Source: an optimization exercise on an open RTL-to-GDS flow (aim: small area, a short achievable clock period and few clock cycles). Production flows keep margins and buffers that such runs may drop.
No run shown here included a check of the RTL's function; only the layout flow was run.
Power figures rest on the tool's default switching activity, not on a simulated workload.

### design.v
`timescale 1ns/10ps
module  ATCONV(
	input		clk,
	input		reset,
	output	reg	busy,
	input		ready,
	output reg	[11:0]	iaddr,
	input signed [12:0]	idata,
	output	reg 	cwr,
	output  reg	[11:0]	caddr_wr,
	output reg 	[12:0] 	cdata_wr,
	output	 	crd,
	output 	[11:0] 	caddr_rd,
	input 	[12:0] 	cdata_rd,
	output reg 	csel
	);
assign crd = 1'b0;
assign caddr_rd = 12'd0;
localparam [12:0] BIAS = 13'h1FF4;    
localparam [12:0] NBIAS = 13'h000C;   
reg        done;        
reg        ending;      
reg  [5:0] bi;          
reg        g;           
reg        p0, p1, p2;  
reg        vm1;         
reg        c_fl;        
wire [5:0] x = iaddr[5:0];
reg  [12:0] din;         
wire hold = reset | ~busy & ~ready;
wire       col_end = p2 & g;                       
wire       row_end = col_end & ~vm1 & (x == 6'd63);
wire [4:0] bip = bi[4:0] + 5'd1;
wire [4:0] bim = bi[4:0] - 5'd1;
wire       vm1_n = row_end | vm1 & ~col_end;
wire [5:0] x_n = (col_end & ~vm1) ? x + 6'd1 : x;   
wire [5:0] row_n = p0 ? {bi[4:0], g} :
                   p1 ? ((bi[4:0] == 5'd31) ? 6'd63 : {bip, g}) :
                   row_end ? {bi[4:0], 1'b0} :
                   (bi[4:0] == 5'd0) ? 6'd0 : {bim, ~g};
always @(posedge clk) begin
	if (hold) begin
		bi <= 6'd0;
		g <= 1'b0;
		p0 <= 1'b1; p1 <= 1'b0; p2 <= 1'b0;
		vm1 <= 1'b1;
		c_fl <= 1'b1;
		iaddr <= 12'd0;
	end else begin
		if (row_end) bi <= {bi[5] | (&bi[4:0]), bip};
		if (p2) g <= ~g;
		p0 <= p2; p1 <= p0; p2 <= p1;
		vm1 <= vm1_n;
		c_fl <= vm1_n | (x_n == 6'd0);
		iaddr <= {row_n, x_n};
	end
end
always @(posedge clk) begin
	if (reset) begin
		busy <= 1'b0;
		done <= 1'b0;
	end else begin
		if (~busy & ~done & ready) busy <= 1'b1;
		if (ending) begin
			busy <= 1'b0;
			done <= 1'b1;
		end
	end
end
reg f_valid, f_valid2;
always @(posedge clk) begin
	if (reset) begin
		f_valid <= 1'b0;
		f_valid2 <= 1'b0;
	end else begin
		f_valid <= c_fl ? (bi != 6'd0) : ~(~vm1 & (x == 6'd1));
		f_valid2 <= f_valid;
	end
end
reg [12:7] din_h;
reg        fl_lo, fl_hi;
always @(posedge clk) begin
	din <= idata;
	din_h <= din[12:7];
	fl_lo <= c_fl;
	fl_hi <= fl_lo;
end
reg  [11:0] sf0, sf1, sf2, sf3;
wire [12:0] sx1 = {1'b1, sf1};
wire [12:0] sx3 = {1'b1, sf3};
reg  [12:0] pf0, pf1, pf2, pf3;
reg  [11:0] acc_s;
reg  [12:0] acc_c, acc_o;
reg         cy_s, cy_c, cy_o;   
wire [12:0] sterm = p2 ? {2'b0, din[12:2]} : {4'b0, din[12:4]};
wire [12:0] nsterm = ~sterm;
wire [12:0] cterm = p2 ? din : ~{3'b0, din[12:3]};
wire [12:0] left  = fl_lo ? sx3 : sx1;
wire [12:0] o_add = ~fl_lo ? nsterm :
                    p1 ? (vm1 ? sx3 : sx1) :
                    p2 ? NBIAS : 13'd0;
wire [12:0] dh      = {din_h, 7'd0};
wire [12:0] sterm_h = p0 ? {2'b0, dh[12:2]} : {4'b0, dh[12:4]};
wire [12:0] nsterm_h = ~sterm_h;
wire [12:0] cterm_h = p0 ? dh : ~{3'b0, dh[12:3]};
wire [12:0] left_h  = fl_hi ? sx3 : sx1;
wire [12:0] o_add_h = ~fl_hi ? nsterm_h :
                      p2 ? (vm1 ? sx3 : sx1) : 13'd0;
function [7:0] add7;
	input [6:0] a, b;
	input       ci;
	reg   [6:0] p, gg, pp;
	integer     k, i, j;
	begin
		p  = a ^ b;
		gg = a & b;
		gg[0] = gg[0] | (p[0] & ci);
		pp = p;
		for (k = 0; k < 3; k = k + 1)
			for (i = 0; i < 7; i = i + 1)
				if (i[k]) begin
					j = ((i >> k) << k) - 1;
					gg[i] = gg[i] | (pp[i] & gg[j]);
					pp[i] = pp[i] & pp[j];
				end
		add7 = {gg[6], p ^ {gg[5:0], ci}};
	end
endfunction
function [5:0] add6;
	input [5:0] a, b;
	input       ci;
	reg   [5:0] p, gg, pp;
	integer     k, i, j;
	begin
		p  = a ^ b;
		gg = a & b;
		gg[0] = gg[0] | (p[0] & ci);
		pp = p;
		for (k = 0; k < 3; k = k + 1)
			for (i = 0; i < 6; i = i + 1)
				if (i[k]) begin
					j = ((i >> k) << k) - 1;
					gg[i] = gg[i] | (pp[i] & gg[j]);
					pp[i] = pp[i] & pp[j];
				end
		add6 = p ^ {gg[4:0], ci};
	end
endfunction
wire [7:0] s_lo = add7(p1 ? BIAS[6:0] : acc_s[6:0], nsterm[6:0], 1'b1);
wire [7:0] c_lo = add7(p1 ? left[6:0] : acc_c[6:0], cterm[6:0], ~p2);
wire [7:0] o_lo = add7(p1 ? pf1[6:0] : acc_o[6:0], o_add[6:0], ~fl_lo);
wire [4:0] s_hi = (p2 ? BIAS[11:7] : acc_s[11:7]) + nsterm_h[11:7] + {4'd0, cy_s};
wire [5:0] c_hi = add6(p2 ? left_h[12:7] : acc_c[12:7], cterm_h[12:7], cy_c);
wire [5:0] o_hi = add6(p2 ? pf1[12:7] : acc_o[12:7], o_add_h[12:7], cy_o);
always @(posedge clk) begin
	{cy_s, acc_s[6:0]} <= s_lo;
	{cy_c, acc_c[6:0]} <= c_lo;
	{cy_o, acc_o[6:0]} <= o_lo;
	acc_s[11:7] <= s_hi;
	acc_c[12:7] <= c_hi;
	acc_o[12:7] <= o_hi;
end
wire finish = busy & p1;
wire finish_h = busy & p2;
always @(posedge clk) begin
	if (finish) begin
		sf0[6:0] <= sf1[6:0]; sf1[6:0] <= sf2[6:0]; sf2[6:0] <= sf3[6:0]; sf3[6:0] <= acc_s[6:0];
		pf0[6:0] <= pf1[6:0]; pf1[6:0] <= pf2[6:0]; pf2[6:0] <= pf3[6:0]; pf3[6:0] <= acc_c[6:0];
	end
	if (finish_h) begin
		sf0[11:7] <= sf1[11:7]; sf1[11:7] <= sf2[11:7]; sf2[11:7] <= sf3[11:7]; sf3[11:7] <= acc_s[11:7];
		pf0[12:7] <= pf1[12:7]; pf1[12:7] <= pf2[12:7]; pf2[12:7] <= pf3[12:7]; pf3[12:7] <= acc_c[12:7];
	end
end
reg  [8:0]  mr;            
reg         wr0_h, l1;
wire        wr0 = finish & f_valid2 & ~ending;
wire [11:0] l0v = acc_o[12] ? 12'd0 : {acc_o[11:7], cdata_wr[6:0]};
always @(posedge clk) begin
	if (reset) begin
		cwr <= 1'b0;
		csel <= 1'b1;
		caddr_wr <= 12'h3FF;
		wr0_h <= 1'b0;
		l1 <= 1'b0;
		ending <= 1'b0;
	end else begin
		wr0_h <= wr0;
		l1 <= wr0_h & ~csel & ~caddr_wr[6] & caddr_wr[0];
		cwr <= wr0_h | l1;
		if (wr0)
			cdata_wr[6:0] <= acc_o[6:0];
		if (wr0_h) begin
			cdata_wr <= {1'b0, l0v};
			csel <= 1'b0;
			if (csel)
				caddr_wr <= {caddr_wr[9:5] + {4'd0, &caddr_wr[4:0]}, 1'b0, caddr_wr[4:0] + 5'd1, 1'b0};
			else if (~caddr_wr[6])
				caddr_wr[6] <= 1'b1;
			else begin
				caddr_wr[6] <= 1'b0;
				caddr_wr[0] <= 1'b1;
			end
		end else if (l1) begin
			cdata_wr <= {mr, 4'd0};
			csel <= 1'b1;
			caddr_wr <= {2'b00, caddr_wr[11:7], caddr_wr[5:1]};
			if ((&caddr_wr[11:7]) & (&caddr_wr[5:1])) ending <= 1'b1;
		end
	end
end
always @(posedge clk) begin
	if (wr0_h & (csel | ({1'b0, l0v} > {mr, 4'd0})))
		mr <= {1'b0, l0v[11:4]} + {8'd0, l0v[3:0] != 4'd0};
end
endmodule
### flow/run.sh
#!/bin/bash
# The standard layout (the standard.sh: its synthesis, floorplan, power
# grid, placement, clock tree and routing, unchanged), except that the input
# and output port buffers are plain buf_1 cells instead of the delay cells that
# buffer_ports picks by default. The whole flow's output goes to standard.log.
export BUFFER_PORTS_ARGS="-buffer_cell sky130_fd_sc_hd__buf_1"
bash standard.sh > standard.log 2>&1
### standard.sh
#!/bin/bash
# synth_recipe.tcl (not shown) runs the flow's synth.tcl, then flattens the netlist and writes it again
# the make line also repeats each setting of config.mk as NAME=value (left out here)
make -C /OpenROAD-flow-scripts/flow DESIGN_CONFIG=/design/flow/config.mk WORK_HOME=/design/flow/orfs CLKGATE_MAP_FILE= SYNTH_SCRIPT=/design/flow/synth_recipe.tcl "${@:-finish}"
### config.mk
export PLATFORM = sky130hd
export DESIGN_NAME = ATCONV
export DESIGN_NICKNAME = ATCONV
export VERILOG_FILES = /design/flow/design.v
export SDC_FILE = /design/flow/constraint.sdc
export NUM_CORES = 4
export LEC_CHECK = 0
export CAP_MARGIN = 20
export CORE_MARGIN = 2
export CORE_UTILIZATION = 40
export PLACE_DENSITY = 0.6
export SETUP_SLACK_MARGIN = 2.65
export SLEW_MARGIN = 20
### constraint.sdc
create_clock -name core_clock -period 5.0 [get_ports {clk}]
set_input_delay 1.0000 -clock core_clock [delete_from_list [all_inputs] [get_ports {clk}]]
set_output_delay 1.0000 -clock core_clock [all_outputs]
set_load 0.01 [all_outputs]
==> results.sh, run 1 <==
export IMPL_status="timing/DRC/antenna clean"
export IMPL_crit_fanout=8
export IMPL_place_congestion=0.767
export IMPL_postCtsHoldBufs=0
export IMPL_top_layer="met4"
export IMPL_cts_sinks=204
export IMPL_antenna_found_initial=0
export IMPL_drive_gt1_frac=0.169
export IMPL_synth_top_area_frac=0.315
export IMPL_synth_cell_type_count=58
export IMPL_gr_total_overflow=0
export IMPL_slew_viol_final=0
export IMPL_port_buffers=55
export IMPL_grt_pass1_wl_um=29000
export IMPL_synth_edf_count=97
export IMPL_vias_per_cell=4.84
export IMPL_fin_nets=979
export IMPL_via_count=5750
export IMPL_required_ps=5450
export IMPL_clockBufferDepth=3
export IMPL_synth_cell_area_um2=9240
export IMPL_slew_headroom=0.579
export IMPL_fin_skew_ps=15.6
export IMPL_drc=0
export IMPL_synthArstFlopShare=0
export IMPL_p_per_area_nw_per_um2=447
export IMPL_finalHoldViolCount=0
export IMPL_synthFlopType="dfxtp_1"
export IMPL_start_util=0.408
export IMPL_setup_tns_ps=0
export IMPL_grt_pass1_vias=5709
export IMPL_mostFrequentLayoutCells="dfxtp_1 (99), edfxtp_1 (97), nor2_1 (67)"
export IMPL_die_x_um=156
export IMPL_peakVddDrop_mv=0.216
export IMPL_row_count=55
export IMPL_finalSetupViolCount=0
export IMPL_power_leakage_uw=0.00451
export IMPL_io_pins=82
export IMPL_layout_commonest_cell="dfxtp_1"
export IMPL_hpwl_um=11400
export IMPL_syn_inst=801
export IMPL_syn_area_per_cell_um2=11.5
export IMPL_path_class="reg -> reg"
export IMPL_start_kind="flip-flop"
export IMPL_clockRootBuffer="clkbuf_16"
export IMPL_arrival_ps=2900
export IMPL_wl_met2_um=7670
export IMPL_clk_pin_slew_ps=60
export IMPL_route_met3_wl_um=649
export IMPL_die_height_um=156
export IMPL_critPathCaptureType="flip-flop"
export IMPL_period_needed_ps=2450
export IMPL_clock_fmax_mhz=409
export IMPL_post_route_period_util=0.489
export IMPL_worst_pin_slew_ps=630
export IMPL_finalWirelength_um=17500
export IMPL_postRouteAntennaNets=0
export IMPL_finalPower_uw=4960
export IMPL_cap_violations=0
export IMPL_drt_iter0_drc=248
export IMPL_area_growth_pct=20.2
export IMPL_rsz0062_at_grt="yes"
export IMPL_core_um2=22600
export IMPL_synth_seq_cells=204
export IMPL_m1WireLength_um=8720
export IMPL_h_tree_depth=1
export IMPL_die_area_um2=24300
export IMPL_synth_area_leaders="edfxtp_1 (32%), dfxtp_1 (23%), ha_1 (5.8%)"
export IMPL_cts_tree="done"
export IMPL_clock_latency_ps=510
export IMPL_yosysTopAreaCell="edfxtp_1"
export IMPL_ys_seq_area_frac=0.547
export IMPL_cts_buffers=24
export IMPL_drtPass1Iterations=4
export IMPL_holdWs_ps=326
export IMPL_yosysWarnings=1
export IMPL_grt_max_degree=44
export IMPL_post_drt_wl_per_cell_um=14.7
export IMPL_grt_usage=0.146
export IMPL_hp_class="reg -> reg"
export IMPL_diodes=0
==> cell type report <==
| class | instances | area, µm² |
|---|---|---|
| well taps | 285 | 357 |
| repair buffers | 95 | 646 |
| flip-flops and latches | 204 | 5080 |
| multi-input cells | 501 | 3910 |
| clock buffers | 38 | 766 |
| inverters | 60 | 229 |
| fillers | 2008 | 11500 |
| clock inverters | 6 | 111 |
==> registers in the layout, summed over array words and instances (netlist names), 6 cells and up <==
signal / flops
acc_c: 13
acc_o: 13
acc_s: 12
bi: 6
caddr_wr: 12
cdata_wr: 13
din: 13
din_h: 6
iaddr: 12
mr: 9
pf1: 13
pf2: 13
pf3: 13
sf1: 12
sf2: 12
sf3: 12
==> critical path: stages, from the launching register on <==
cell and delay [ps]:
dfxtp_4 420, buf_12 130, mux2_4 300, fa_2 370
fa_2 350, a21o_1 180, a21oi_2 150, fa_2 430
inv_1 50
==> report_power, final <==
| part | internal (µW) | switching (µW) | total [µW] | leakage, µW |
|---|---|---|---|---|
| combinational | 460 | 486 | 946 | 0.00232 |
| clock | 1200 | 663 | 1870 | 0.000428 |
| sequential | 2010 | 129 | 2140 | 0.00177 |
==> logic make-up (layout without fill, tap and decap cells) <==
kind of cell	after synthesis	count (layout)	share of synthesized area
buffers and inverters	108	199	0.0511
adders and majority gates	64	64	0.104
muxes	55	55	0.0610
other	1	13	0.000406
AOI/OAI and AO/OA	137	137	0.0962
and+or+nand+nor	196	196	0.106
DFF	204	204	0.547
xor gates and xnor gates	36	36	0.0341
==> worst paths after layout <==
kind         slack (ps)         to  startpoint  cells after the start
max                2550  acc_o[11]          p2                      8
min                 330  din_h[11]     din[11]                      0
max reg2reg        2550  acc_o[11]          p2                      8
min reg2reg         330  din_h[11]     din[11]                      0
==> per-layer routing <==
| layer | up-vias | global-route usage |
|---|---|---|
| li1 | 2943 | - |
| met1 | 2673 | 0.210 |
| met2 | 107 | 0.228 |
| met3 | 27 | 0.0242 |
| met4 | 0 | 0.0446 |
| met5 | - | 0 |
==> synthesized netlist by cell type (all sizes together) (10+ instances only) <==
cell type,n
dfxtp,107
edfxtp,97
nor2,68
inv,60
mux2i,45
ha,43
nand2,40
o21ai,38
a21oi,27
clkbuf,25
buf,23
xnor2,23
fa,21
a21o,15
nand2b,14
nor2b,14
nand3,13
xor2,13
a211oi,12
o21bai,12
or2,12
mux2,10
==> stage by stage <==
stage               worst slack [ps]  cells   util  cell area, µm²
floorplan                       2510    813      -            9380
global placement                1950   1114  0.429            9710
detailed placement              1910   1114  0.429            9710
CTS                             2550   1181  0.484           11000
global route                    2470   1189  0.490           11100
finish                          2550   1189  0.490           11100
==> timing repair <==
item,CTS,global route
resized for setup,43,17
buffers inserted,20,8
setup endpoints to repair,89,23
gates cloned,3,0
pin swaps,5,8
==> run 2, diff against run 1 <==
--- a/config.mk
+++ b/config.mk
@@ -9,5 +9,5 @@
 export CORE_MARGIN = 2
 export CORE_UTILIZATION = 40
 export PLACE_DENSITY = 0.6
-export SETUP_SLACK_MARGIN = 2.65
+export SETUP_SLACK_MARGIN = 2.75
 export SLEW_MARGIN = 20
==> run 2 against run 1 <==
First-iteration DRC count rose by 21%. Non-clock buffer count rose by 6. Flip-flop and latch count did not move. Critical path type unchanged. Critical endpoint unchanged.
==> results.sh, run 2 <==
export IMPL_clockRootBuffer="clkbuf_16"
export IMPL_fin_skew_ps=14.2
export IMPL_cp_slowest_cell="fa_2"
export IMPL_arrival_ps=2840
export IMPL_grt_max_degree=44
export IMPL_period_needed_ps=2390
export IMPL_ys_seq_area_frac=0.547
export IMPL_layout_commonest_cell="dfxtp_1"
export IMPL_via_count=5830
export IMPL_finalInstanceArea_um2=11100
export IMPL_clk_pin_slew_ps=60
export IMPL_synthFlopType="dfxtp_1"
export IMPL_swShare=0.268
export IMPL_io_pins=82
export IMPL_finalWirelength_um=17800
export IMPL_final_cells=1192
export IMPL_area_growth_pct=19.9
export IMPL_p_comb_frac=0.205
export IMPL_synth_area_leaders="edfxtp_1 (32%), dfxtp_1 (23%), ha_1 (5.8%)"
export IMPL_rsz0062_at_grt="yes"
export IMPL_die_x_um=156
export IMPL_cts_buffers=23
export IMPL_finalHoldViolCount=0
export IMPL_path_class="reg -> reg"
export IMPL_postRouteAntennaNets=0
export IMPL_status="timing/DRC/antenna clean"
export IMPL_cap_violations=0
export IMPL_slowest_delay_ps=400
export IMPL_port_buffers=55
export IMPL_hp_class="reg -> reg"
export IMPL_clock_fmax_mhz=419
export IMPL_utilization=0.489
export IMPL_cts_sinks=204
export IMPL_drt_iter0_drc=300
export IMPL_yosysWarnings=1
export IMPL_drtPass1Iterations=4
export IMPL_critPathCaptureType="flip-flop"
export IMPL_cts_tree="done"
export IMPL_h_tree_depth=1
export IMPL_cpMostUsedCell="fa_2"
export IMPL_gr_total_overflow=0
export IMPL_grt_usage=0.150
export IMPL_post_route_period_util=0.478
export IMPL_required_ps=5450
export IMPL_r2r_slack_ps=2610
export IMPL_worst_pin_slew_ps=614
export IMPL_drc=0
export IMPL_syn_area_per_cell_um2=11.5
export IMPL_setup_tns_ps=0
export IMPL_place_congestion=0.763
export IMPL_holdWs_ps=326
export IMPL_vias_per_cell=4.89
export IMPL_fin_nets=984
export IMPL_grt_pass1_wl_um=29400
export IMPL_start_kind="flip-flop"
export IMPL_synth_cell_type_count=58
export IMPL_row_count=55
export IMPL_p_per_area_nw_per_um2=439
export IMPL_power_switching_uw=1300
export IMPL_intPower_uw=3560
export IMPL_slew_viol_final=0
export IMPL_synth_top_area_frac=0.315
export IMPL_yosysMostFrequentCell="dfxtp_1"
export IMPL_start_util=0.408
export IMPL_crit_fanout=6
export IMPL_mostFrequentLayoutCells="dfxtp_1 (99), edfxtp_1 (97), nor2_1 (66)"
export IMPL_diodes=0
export IMPL_power_leakage_uw=0.00449
export IMPL_seqPwrFrac=0.443
export IMPL_finalSetupViolCount=0
export IMPL_post_drt_wl_per_cell_um=15.0
export IMPL_die_area_um2=24300
export IMPL_clock_latency_ps=510
export IMPL_hpwl_um=11600
export IMPL_crit_chain="buf_12 > mux2_4 > fa_2 > fa_2 > a21o_1 > a21oi_2 > fa_1 > inv_1"
export IMPL_place_inst=1113
export IMPL_grt_pass1_vias=5711
export IMPL_synthArstFlopShare=0
export IMPL_fillers=2045
export IMPL_synth_edf_count=97
export IMPL_synth_cell_area_um2=9240
export IMPL_postCtsHoldBufs=0
export IMPL_die_height_um=156
export IMPL_post_dp_cell_area_um2=9710
export IMPL_yosysTopAreaCell="edfxtp_1"
export IMPL_peakVddDrop_mv=0.206
export IMPL_drive_gt1_frac=0.186
export IMPL_syn_inst=801
export IMPL_synth_seq_cells=204
export IMPL_slew_headroom=0.589
export IMPL_antenna_found_initial=0
export IMPL_synth_common_cells="dfxtp_1 (107), edfxtp_1 (97), nor2_1 (68)"
export IMPL_clockBufferDepth=3
export IMPL_clock_power_share=0.352
export IMPL_core_um2=22600
## run 2: cell counts after synthesis
Identical to the previous run, type by type.
## run 2: cell families after synthesis
logic type / count (synthesis) / share of synthesized area
simple gates: 196 / 0.106
other cells: 1 / 0.000406
xor+xnor: 36 / 0.0341
mux: 55 / 0.0610
fa+ha+maj: 64 / 0.104
flops: 204 / 0.547
compound gates: 137 / 0.0962
buf+inv: 108 / 0.0511
## run 2: cell type report
| type | instances | area [µm²] | area share |
|---|---|---|---|
| multi-input cells | 501 | 3980 | 0.359 |
| clock buffers | 30 | 633 | 0.0572 |
| flip-flops and latches | 204 | 5080 | 0.459 |
| repair buffers | 101 | 656 | 0.0592 |
| inverters | 60 | 229 | 0.0207 |
| clock inverters | 11 | 139 | 0.0125 |
| well taps | 285 | 357 | 0.0322 |
## run 2: stage by stage
stage / worst slack (ps) / total power [µW]
2_1_floorplan: 2490 / 2890
3_3_place_gp: 1950 / 3060
3_5_place_dp: 1920 / 3100
4_1_cts: 2590 / 4880
5_1_grt: 2540 / 5170
6_report: 2610 / 4860
## run 2: per-layer routing
layer,track usage,up-vias,share of wire
met5,0,-,0
li1,-,2947,-
met2,0.238,110,0.45
met3,0.0261,22,0.042
met1,0.214,2751,0.49
met4,0.0393,0,0.018
## run 2: worst paths after layout
check,from,to,cells past startpoint
max,p2,acc_o[11],8
min,din[11],din_h[11],0
max reg2reg,p2,acc_o[11],8
min reg2reg,din[11],din_h[11],0
## run 2: what timing repair did
item	4_1_cts	5_1_grt
buffers inserted	27	9
pin swaps	12	17
resized for setup	50	26
cloned	2	0
setup endpoints to repair	50	32
## run 2: power groups by stage
stage,combinational [µW],sequential (µW),clock (µW)
after floorplan,769,2120,0
after CTS,973,2150,1760
after detailed placement,910,2190,0
final,997,2150,1710
after global placement,877,2180,0
after global routing,1150,2180,1840
## run 2: critical path, delay by kind of cell, from the launching register on
family | cells | cell delay, ps
flops | 1 | 390
fa+ha+maj | 3 | 1150
buf+inv | 2 | 190
compound gates | 2 | 310
mux | 1 | 300
==> run 3, diff against run 2 <==
--- a/config.mk
+++ b/config.mk
@@ -9,5 +9,5 @@
 export CORE_MARGIN = 2
 export CORE_UTILIZATION = 40
 export PLACE_DENSITY = 0.6
-export SETUP_SLACK_MARGIN = 2.75
+export SETUP_SLACK_MARGIN = 2.9
 export SLEW_MARGIN = 20
==> run 3 against run 2 <==
Clock skew down 6.0 ps. Still clean. Wire length up 6.6%. Maximum frequency down 0.82%. Non-clock buffer count up 30. Area after synthesis unchanged. Critical path type unchanged. Sequential share of layout area down 1.9 points. Critical endpoint is now acc_c[5]. Count of clock-buffer cells in the layout down 2. Utilization up 2.5 points. Total power up 1.5%.
==> results.sh, run 3 <==
export IMPL_postRouteAntennaNets=0
export IMPL_crit_chain="buf_12 > mux2i_1 > nor2_1 > a21oi_2 > fa_2 > inv_2 > fa_2 > a21o_1 > a21o_1 > fa_2 > xor2_1"
export IMPL_drc=0
export IMPL_fin_skew_ps=8.18
export IMPL_mostFrequentLayoutCells="edfxtp_1 (97), dfxtp_1 (82), nor2_1 (64)"
export IMPL_slowest_delay_ps=350
export IMPL_hp_class="reg -> reg"
export IMPL_finalHoldViolCount=0
export IMPL_cts_buffers=23
export IMPL_synth_cell_type_count=58
export IMPL_slew_headroom=0.561
export IMPL_r2r_cells=11
export IMPL_power_leakage_uw=0.00470
export IMPL_r2r_slack_ps=2590
export IMPL_drtPass1Iterations=4
export IMPL_clockBufferDepth=3
export IMPL_finalWirelength_um=19000
export IMPL_slew_viol_final=0
export IMPL_min_to="din_h[12]"
export IMPL_drt_iter0_drc=238
export IMPL_layout_commonest_cell="edfxtp_1"
export IMPL_synthArstFlopShare=0
export IMPL_post_route_period_util=0.482
export IMPL_grt_pass1_vias=5917
export IMPL_critPathCaptureType="flip-flop"
export IMPL_place_congestion=0.787
export IMPL_finalSetupViolCount=0
export IMPL_required_ps=5390
export IMPL_path_class="reg -> reg"
export IMPL_die_area_um2=24300
export IMPL_core_um2=22600
export IMPL_via_count=6038
export IMPL_synth_edf_count=97
export IMPL_grt_usage=0.156
export IMPL_yosysMostFrequentCell="dfxtp_1"
export IMPL_clockRootBuffer="clkbuf_16"
export IMPL_synth_seq_cells=204
export IMPL_gr_total_overflow=0
export IMPL_synth_area_leaders="edfxtp_1 (32%), dfxtp_1 (23%), ha_1 (5.8%)"
export IMPL_diodes=0
export IMPL_clock_fmax_mhz=415
export IMPL_port_buffers=55
export IMPL_period_needed_ps=2410
export IMPL_syn_area_per_cell_um2=11.5
export IMPL_min_path_cells=0
export IMPL_setup_tns_ps=0
export IMPL_status="timing/DRC/antenna clean"
export IMPL_worstReg2RegStart="fl_lo"
export IMPL_area_growth_pct=26.1
export IMPL_final_cells=1224
export IMPL_die_x_um=156
export IMPL_arrival_ps=2800
export IMPL_start_kind="flip-flop"
export IMPL_die_height_um=156
export IMPL_grt_max_degree=44
export IMPL_cpMostUsedCell="fa_2"
export IMPL_utilization=0.514
export IMPL_drive_gt1_frac=0.275
export IMPL_yosysTopAreaCell="edfxtp_1"
export IMPL_crit_fanout=3
export IMPL_worstHoldStart="din[12]"
export IMPL_cts_sinks=204
export IMPL_peakVddDrop_mv=0.203
export IMPL_grt_pass1_wl_um=30100
export IMPL_synth_common_cells="dfxtp_1 (107), edfxtp_1 (97), nor2_1 (68)"
export IMPL_rsz0062_at_grt="yes"
export IMPL_postCtsHoldBufs=0
export IMPL_clock_latency_ps=510
export IMPL_cp_slowest_cell="dfxtp_4"
export IMPL_yosysWarnings=1
export IMPL_fin_nets=1015
export IMPL_syn_inst=801
export IMPL_cts_tree="done"
export IMPL_finalInstanceArea_um2=11600
export IMPL_synth_cell_area_um2=9240
export IMPL_post_drt_wl_per_cell_um=15.5
export IMPL_worst_pin_slew_ps=656
export IMPL_row_count=55
export IMPL_critPathBufInv=2
export IMPL_synth_top_area_frac=0.315
export IMPL_cap_violations=0
export IMPL_crit_family="adder cells"
export IMPL_synthFlopType="dfxtp_1"
export IMPL_hpwl_um=11600
export IMPL_p_per_area_nw_per_um2=423
export IMPL_vias_per_cell=4.93
export IMPL_io_pins=82
export IMPL_h_tree_depth=1
export IMPL_antenna_found_initial=0
export IMPL_start_util=0.408
export IMPL_place_inst=1113
export IMPL_clk_pin_slew_ps=60
export IMPL_r2r_end="acc_c[5]"
export IMPL_finalPower_uw=4930
export IMPL_ys_seq_area_frac=0.547
export IMPL_post_dp_cell_area_um2=9740
run 3: cell counts after synthesis:
Identical to the previous run, type by type.
run 3: worst max-delay path by stage:
stage	start	slack (ps)	cells after the start	end
3_5_place_dp	p0	1890	10	acc_o[12]
4_1_cts	fl_lo	2540	11	acc_c[5]
3_3_place_gp	p2	1930	9	acc_o[5]
5_1_grt	fl_lo	2500	11	acc_c[5]
2_1_floorplan	p2	2500	12	acc_c[5]
6_report	fl_lo	2590	11	acc_c[5]
run 3: cell families (layout without fill, tap and decap cells):
logic type      count (synthesis)  in the layout  synth area share
flops                         204            204             0.547
simple gates                  196            197             0.106
compound gates                137            137            0.0962
buf+inv                       108            233            0.0511
fa+ha+maj                      64             64             0.104
mux                            55             55            0.0610
xor+xnor                       36             36            0.0341
other cells                     1             13          0.000406
run 3: power breakdown:
group	switching, µW	internal (µW)
Clock	672	919
Sequential	129	2010
Combinational	582	617
Total	1380	3550
run 3: area by class of cell:
cell class                      count  area, µm²
Tap cell                          285        357
Inverter                           60        239
Clock buffer                       28        604
Timing Repair Buffer              131       1070
Multi-Input combinational cell    502       4140
Sequential cell                   204       5120
Fill cell                        1960      11000
Clock inverter                     14        113
run 3: what timing repair did:
action | 4_1_cts | 5_1_grt
pin swaps | 26 | 31
endpoints found under the setup margin | 128 | 63
gates resized for setup | 97 | 60
cloned | 4 | 2
buffers inserted | 44 | 19
run 3: routing by layer:
layer / GRT usage / vias up / share of wire
met3: 0.0258 / 23 / 0.043
met2: 0.259 / 113 / 0.46
met4: 0.0380 / 0 / 0.018
met5: 0 / - / 0
met1: 0.212 / 2874 / 0.48
li1: - / 3028 / -
run 3: stage by stage:
| step | setup slack (ps) | hold slack (ps) |
|---|---|---|
| 3_3_place_gp | 1930 | 314 |
| 3_5_place_dp | 1890 | 322 |
| 5_1_grt | 2500 | 346 |
| 2_1_floorplan | 2500 | 310 |
| 4_1_cts | 2540 | 337 |
| 6_report | 2590 | 330 |
==> run 4, diff against run 3 <==
--- a/config.mk
+++ b/config.mk
@@ -9,5 +9,5 @@
 export CORE_MARGIN = 2
 export CORE_UTILIZATION = 40
 export PLACE_DENSITY = 0.6
-export SETUP_SLACK_MARGIN = 2.9
+export SETUP_SLACK_MARGIN = 2.8
 export SLEW_MARGIN = 20
==> run 4 against run 3 <==
Still clean. Clock skew is 1.2 ps higher. Combinational power is 14% lower. Utilization is 1.8 points lower. Setup slack worse by 16 ps. Die area stayed put. Global-route usage is 0.46 points lower. Wire length is 2.6% lower. Total power is 0.93% higher. Via count is 1.7% lower. Maximum frequency is 0.65% lower. Critical path depth stayed put. Synthesized cell count stayed put. Critical path type unchanged. Largest power group unchanged.
==> results.sh, run 4 <==
export IMPL_status="timing/DRC/antenna clean"
export IMPL_gr_total_overflow=0
export IMPL_finalSetupViolCount=0
export IMPL_finalHoldViolCount=0
export IMPL_start_kind="flip-flop"
export IMPL_worstHoldStart="din[12]"
export IMPL_cts_tree="done"
export IMPL_drt_iter0_drc=282
export IMPL_min_to="din_h[12]"
export IMPL_slew_viol_final=0
export IMPL_synth_edf_count=97
export IMPL_drc=0
export IMPL_finalWirelength_um=18500
export IMPL_post_drt_wl_per_cell_um=15.4
export IMPL_fin_nets=992
export IMPL_clockRootBuffer="clkbuf_16"
export IMPL_postCtsHoldBufs=0
export IMPL_post_route_period_util=0.485
export IMPL_clock_latency_ps=510
export IMPL_synthFlopType="dfxtp_1"
export IMPL_setup_tns_ps=0
export IMPL_fin_skew_ps=9.39
export IMPL_start_util=0.408
export IMPL_cts_sinks=204
export IMPL_port_buffers=55
export IMPL_slew_headroom=0.576
export IMPL_syn_inst=801
export IMPL_area_growth_pct=21.6
export IMPL_path_class="reg -> reg"
export IMPL_synth_cell_area_um2=9240
export IMPL_yosysMostFrequentCell="dfxtp_1"
export IMPL_drive_gt1_frac=0.207
export IMPL_grt_usage=0.151
export IMPL_fin_ws_ps=2580
export IMPL_dp_slack_ps=1940
export IMPL_arrival_ps=2880
export IMPL_r2r_slack_ps=2580
export IMPL_diodes=0
export IMPL_clockBufferDepth=3
export IMPL_layout_commonest_cell="edfxtp_1"
export IMPL_multi_input_area_um2=4020
export IMPL_crit_fanout=3
export IMPL_p_per_area_nw_per_um2=443
export IMPL_grt_max_degree=44
export IMPL_hp_class="reg -> reg"
export IMPL_utilization=0.496
export IMPL_die_height_um=156
export IMPL_io_pins=82
export IMPL_postRouteAntennaNets=0
export IMPL_register_area_um2=5090
export IMPL_place_congestion=0.789
export IMPL_synth_common_cells="dfxtp_1 (107), edfxtp_1 (97), nor2_1 (68)"
export IMPL_grt_pass1_vias=5709
export IMPL_synth_seq_cells=204
export IMPL_row_count=55
export IMPL_critPathCaptureType="flip-flop"
export IMPL_finalPower_uw=4980
export IMPL_cts_buffers=23
export IMPL_synth_area_leaders="edfxtp_1 (32%), dfxtp_1 (23%), ha_1 (5.8%)"
export IMPL_vias_per_cell=4.95
export IMPL_drtPass1Iterations=6
export IMPL_clock_fmax_mhz=413
export IMPL_peakVddDrop_mv=0.220
export IMPL_die_x_um=156
export IMPL_cap_violations=0
export IMPL_core_um2=22600
export IMPL_period_needed_ps=2420
export IMPL_hpwl_um=11700
export IMPL_antenna_found_initial=0
export IMPL_r2r_end="acc_o[4]"
export IMPL_mostFrequentLayoutCells="edfxtp_1 (97), dfxtp_1 (92), nor2_1 (65)"
export IMPL_synthArstFlopShare=0
export IMPL_power_leakage_uw=0.00453
export IMPL_grt_pass1_wl_um=29300
export IMPL_r2r_cells=11
export IMPL_synth_top_area_frac=0.315
export IMPL_yosysTopAreaCell="edfxtp_1"
export IMPL_clk_pin_slew_ps=60
export IMPL_min_path_cells=0
export IMPL_die_area_um2=24300
export IMPL_required_ps=5450
export IMPL_synth_cell_type_count=58
export IMPL_worstReg2RegStart="fl_lo"
export IMPL_h_tree_depth=1
export IMPL_yosysWarnings=1
export IMPL_via_count=5938
export IMPL_rsz0062_at_grt="yes"
export IMPL_ys_seq_area_frac=0.547
export IMPL_fillers=2033
export IMPL_worst_pin_slew_ps=633
export IMPL_syn_area_per_cell_um2=11.5
run 4: final cells by class:
type                    count  share of cell area
clock buffers              27              0.0545
clock inverters            13              0.0174
inverters                  60              0.0201
multi-input cells         502               0.358
flip-flops and latches    204               0.453
well taps                 285              0.0318
repair buffers            108              0.0650
run 4: per-layer routing:
layer  part of all wire  global-route usage  vias up
met5                  0                   0        -
met4              0.025              0.0446        0
met3              0.050              0.0269       34
met2               0.44               0.232      124
met1               0.48               0.218     2804
li1                   -                   -     2976
run 4: kinds of logic after synthesis:
group | synth area share
and+or+nand+nor | 0.106
AOI/OAI and AO/OA | 0.0962
buffers and inverters | 0.0511
other | 0.000406
xor gates and xnor gates | 0.0341
muxes | 0.0610
DFF | 0.547
adders and majority gates | 0.104
run 4: critical path: stages, from the launching register on:
cell     delay (ps)
dfxtp_4         350
buf_12          120
buf_4           130
nand2_4          80
o22a_1          200
fa_2            240
inv_2            40
fa_2            330
a21o_1          210
a21oi_2         170
fa_2            440
inv_1            50
run 4: worst max-delay path by stage:
| stage | start | to | cells past startpoint |
|---|---|---|---|
| floorplan | p2 | acc_c[5] | 12 |
| global placement | p0 | acc_o[12] | 10 |
| detailed placement | p1 | cy_o | 9 |
| CTS | fl_lo | acc_c[5] | 11 |
| global route | fl_lo | acc_c[5] | 11 |
| finish | fl_lo | acc_o[4] | 11 |
run 4: power breakdown:
group | internal [µW] | leakage (µW) | switching [µW] | total (µW)
sequential | 2020 | 0.00177 | 133 | 2150
clock | 1130 | 0.000393 | 666 | 1800
combinational | 507 | 0.00237 | 524 | 1030
total | 3650 | 0.00453 | 1320 | 4980
run 4: timing repair:
item,4_1_cts,5_1_grt
cloned,1,2
buffers inserted,28,15
resized for setup,62,34
pin swaps,10,15
setup endpoints to repair,100,42
run 4: metrics by stage:
stage | instances | hold slack (ps) | cell area (µm²)
after floorplan | 813 | 310 | 9400
after global placement | 1113 | 313 | 9720
after detailed placement | 1113 | 320 | 9720
after CTS | 1182 | 334 | 11000
after global routing | 1199 | 340 | 11200
final | 1199 | 331 | 11200

-- what the ideal ports hide --
No port has a modelled driver above. Below, the same layouts with a new extraction and two added sets of constraints. Step 1 (the two cells are an assumption about what drives the block):
set clk [get_ports {clk}]
set_driving_cell -lib_cell sky130_fd_sc_hd__clkbuf_16 $clk
set_driving_cell -lib_cell sky130_fd_sc_hd__buf_2 [delete_from_list [all_inputs] $clk]
Step 2 also shifts input and output timing later by t, the mid clock arrival at the registers, as if the neighbouring blocks saw the same clock. Three values: ideal, step 1, step 2; two values: the first two.
| run | t, ns | setup WS [ns] | slew at the worst register clock pin (ns) |
|---|---|---|---|
| run 1 | 0.550 | 2.555 / 2.555 / 2.523 | 0.06 / 0.06 |
| run 2 | 0.545 | 2.612 / 2.612 / 2.542 | 0.06 / 0.06 |
| run 3 | 0.548 | 2.592 / 2.592 / 2.542 | 0.06 / 0.06 |
| run 4 | 0.546 | 2.577 / 2.577 / 2.515 | 0.06 / 0.06 |
After both steps setup and hold are still met in every run listed. For run 2, which loses most, drivers alone change the setup slack by 0.000 ns; drivers and shift together by -0.070 ns.
